Source: an optimization exercise on an open RTL-to-GDS flow (aim: small area, a short achievable clock period and few clock cycles). Production flows keep margins and buffers that such runs may drop.
Function was checked by simulation only, so behaviour that the tests miss may differ from the original.
No activity file was given, so power comes from the tool's default toggle rates.

Design MDC, start of the top module:
module MDC(
    clk,
    rst_n,
    in_valid,
    in_data,
    in_mode,
    out_valid,
    out_data
);
Size in the first run: roughly 4,900 cells after synthesis, ~47,000 um^2 of cells after synthesis.
clock: 13.5 ns
lec_check: 0
cap_margin: 20
core_margin: 2
core_utilization: 40
cts_buf_list: sky130_fd_sc_hd__clkbuf_8
setup_slack_margin: 5
slew_margin: 20
standard.sh (not shown) runs the stock make flow with config.mk's settings and CLKGATE_MAP_FILE= SYNTH_SCRIPT=/design/flow/synth_recipe.tcl, a recipe that flattens the netlist after the stock synthesis.
==> flow/flow/run.sh <==
#!/bin/bash
# The standard layout (standard.sh) with the standard synthesis unchanged.  Two changes to how
# the layout is made, none to the constraints (the standard flow's SDC: clock period, I/O delays, loads):
#  - the resizer's timing repair aims at a larger setup margin (flow/margin.txt, in ns);
#  - the port buffers that the standard flow inserts use buf_2 cells.
# Each tool's output goes to its own log here (synth.log, layout.log) and under orfs/logs.
set -euo pipefail
MARGIN=$(cat flow/margin.txt)
bash standard.sh synth > synth.log 2>&1
sed 's/"\${@:-finish}"/SETUP_SLACK_MARGIN='"$MARGIN"' "BUFFER_PORTS_ARGS=-buffer_cell sky130_fd_sc_hd__buf_2" "${@:-finish}"/' standard.sh > standard_margin.sh
grep -q "SETUP_SLACK_MARGIN=$MARGIN" standard_margin.sh
bash standard_margin.sh finish > layout.log 2>&1
==> flow/flow/margin.txt <==
8
Testbench counts at the start, summed over its fixed seeds: cycles 8,648.
Next try:
--- a/flow/config.mk
+++ b/flow/config.mk
@@ -7,7 +7,6 @@
 export LEC_CHECK = 0
-export CAP_MARGIN = 20
+export CAP_MARGIN = 10
 export CORE_MARGIN = 2
 export CORE_UTILIZATION = 40
-export CTS_BUF_LIST = sky130_fd_sc_hd__clkbuf_8
 export SETUP_SLACK_MARGIN = 5
-export SLEW_MARGIN = 20
+export SLEW_MARGIN = 10
=> The new run passed the timing, DRC and antenna checks. Cell area climbs by 0.71%. Routed wire length rises by 0.51%. Utilization grows by 0.34 points.
Next try:
--- a/flow/config.mk
+++ b/flow/config.mk
@@ -7,3 +7,3 @@
 export LEC_CHECK = 0
-export CAP_MARGIN = 10
+export CAP_MARGIN = 20
 export CORE_MARGIN = 2
@@ -11,2 +11,2 @@
 export SETUP_SLACK_MARGIN = 5
-export SLEW_MARGIN = 10
+export SLEW_MARGIN = 20
Outcome: The changed run finished with timing, DRC and antenna clean; area after synthesis is unchanged; first-iteration DRC count drops by 6.4%; routed wire length hardly moves; design area barely changes; register-to-register slack is about the same; power is lower by 2.8%; maximum frequency stays flat; sequential share of layout area stays flat; global-route usage went down by 0.45 points; non-clock buffer count is higher by 5; worst hold slack stays flat.
Next try:
==> flow/flow/margin.txt (replaced) <==
7.5
Effect:
- final area is lower by about 6.5%
- area after synthesis stays the same
- final cell count is lower by about 2.5%


Another version of the RTL of MDC (not shown whole).
Size in the first run: roughly 5000 cells after synthesis, ~510 flip-flops, roughly 240 I/O pins.
==> flow/design.v (excerpt) <==
module MDC(
    clk,
    rst_n,
    in_valid,
    in_data,
    in_mode,
    out_valid,
    out_data
);
==> flow/config.mk <==
export PLATFORM = sky130hd
export DESIGN_NAME = MDC
export DESIGN_NICKNAME = MDC
export VERILOG_FILES = /design/flow/design.v
export SDC_FILE = /design/flow/constraint.sdc
export NUM_CORES = 4
export LEC_CHECK = 0
export CAP_MARGIN = 20
export CORE_MARGIN = 2
export CORE_UTILIZATION = 40
export SETUP_SLACK_MARGIN = 5
export SLEW_MARGIN = 20
==> flow/constraint.sdc <==
create_clock -name core_clock -period 13.5 [get_ports {clk}]
set_input_delay 2.7000 -clock core_clock [delete_from_list [all_inputs] [get_ports {clk}]]
set_output_delay 2.7000 -clock core_clock [all_outputs]
set_load 0.01 [all_outputs]
==> flow/flow/margin.txt <==
8
Scripts as last shown in full above: flow/flow/run.sh
Testbench counts at the start, summed over its fixed seeds: cycles 8,648.
Edit:
--- a/flow/flow/run.sh
+++ b/flow/flow/run.sh
@@ -5 +5 @@
-#  - the port buffers that the standard flow inserts use buf_2 cells.
+#  - the port buffers that the standard flow inserts use buf_4 cells.
@@ -10 +10 @@
-sed 's/"\${@:-finish}"/SETUP_SLACK_MARGIN='"$MARGIN"' "BUFFER_PORTS_ARGS=-buffer_cell sky130_fd_sc_hd__buf_2" "${@:-finish}"/' standard.sh > standard_margin.sh
+sed 's/"\${@:-finish}"/SETUP_SLACK_MARGIN='"$MARGIN"' "BUFFER_PORTS_ARGS=-buffer_cell sky130_fd_sc_hd__buf_4" "${@:-finish}"/' standard.sh > standard_margin.sh
==> flow/flow/margin.txt (replaced) <==
7.5
After rerunning:
- non-clock buffer count drops by 134
- clock-buffer cell count goes up by 6
- register-to-register slack loses 190 ps
- synthesized area does not change
- wire length fell by a few percent
- sequential cell count does not change
- power shrinks by a few percent
- worst setup slack got worse by 340 ps
- cell count drops slightly
- final area came out lower by a few percent
- utilization drops by 2.4 points

==> what the ideal ports hide <==
Ports are ideal in the flow. The routed layouts listed here were re-timed in OpenROAD.
Step 1: set_driving_cell puts a clkbuf_16 on clk and a buf_2 on each other input, an assumption about the parent block.
Step 2 adds t to the input delays and takes it off the output delays; t is the mean of the earliest and latest rising clock arrival at the registers after step 1. Input paths then give back, and output paths get back, about the clock's delay inside the block.
Three values: no drivers, after step 1, after step 2; two values: the first two.
run	t, ns	setup WS [ns]	worst hold slack (ns)	worst data-port slew with drivers (ns)
the first run of note 1	0.842	7.714 / 7.714 / 7.102	0.356 / 0.356 / 0.356	0.03
the second run of note 1	0.748	7.760 / 7.760 / 7.240	0.354 / 0.354 / 0.354	0.03
the third run of note 1	0.732	7.767 / 7.767 / 7.365	0.353 / 0.353 / 0.353	0.03
the fourth run of note 1	0.738	7.381 / 7.381 / 6.699	0.347 / 0.347 / 0.347	0.03
the first run of note 2	0.778	7.698 / 7.698 / 7.287	0.346 / 0.346 / 0.346	0.06
the second run of note 2	0.768	7.362 / 7.290 / 7.140	0.355 / 0.355 / 0.355	0.04
After both steps every run listed still meets setup and hold. For the fourth run of note 1, which loses most, drivers alone change the setup slack by 0.000 ns; drivers and shift together by -0.682 ns.
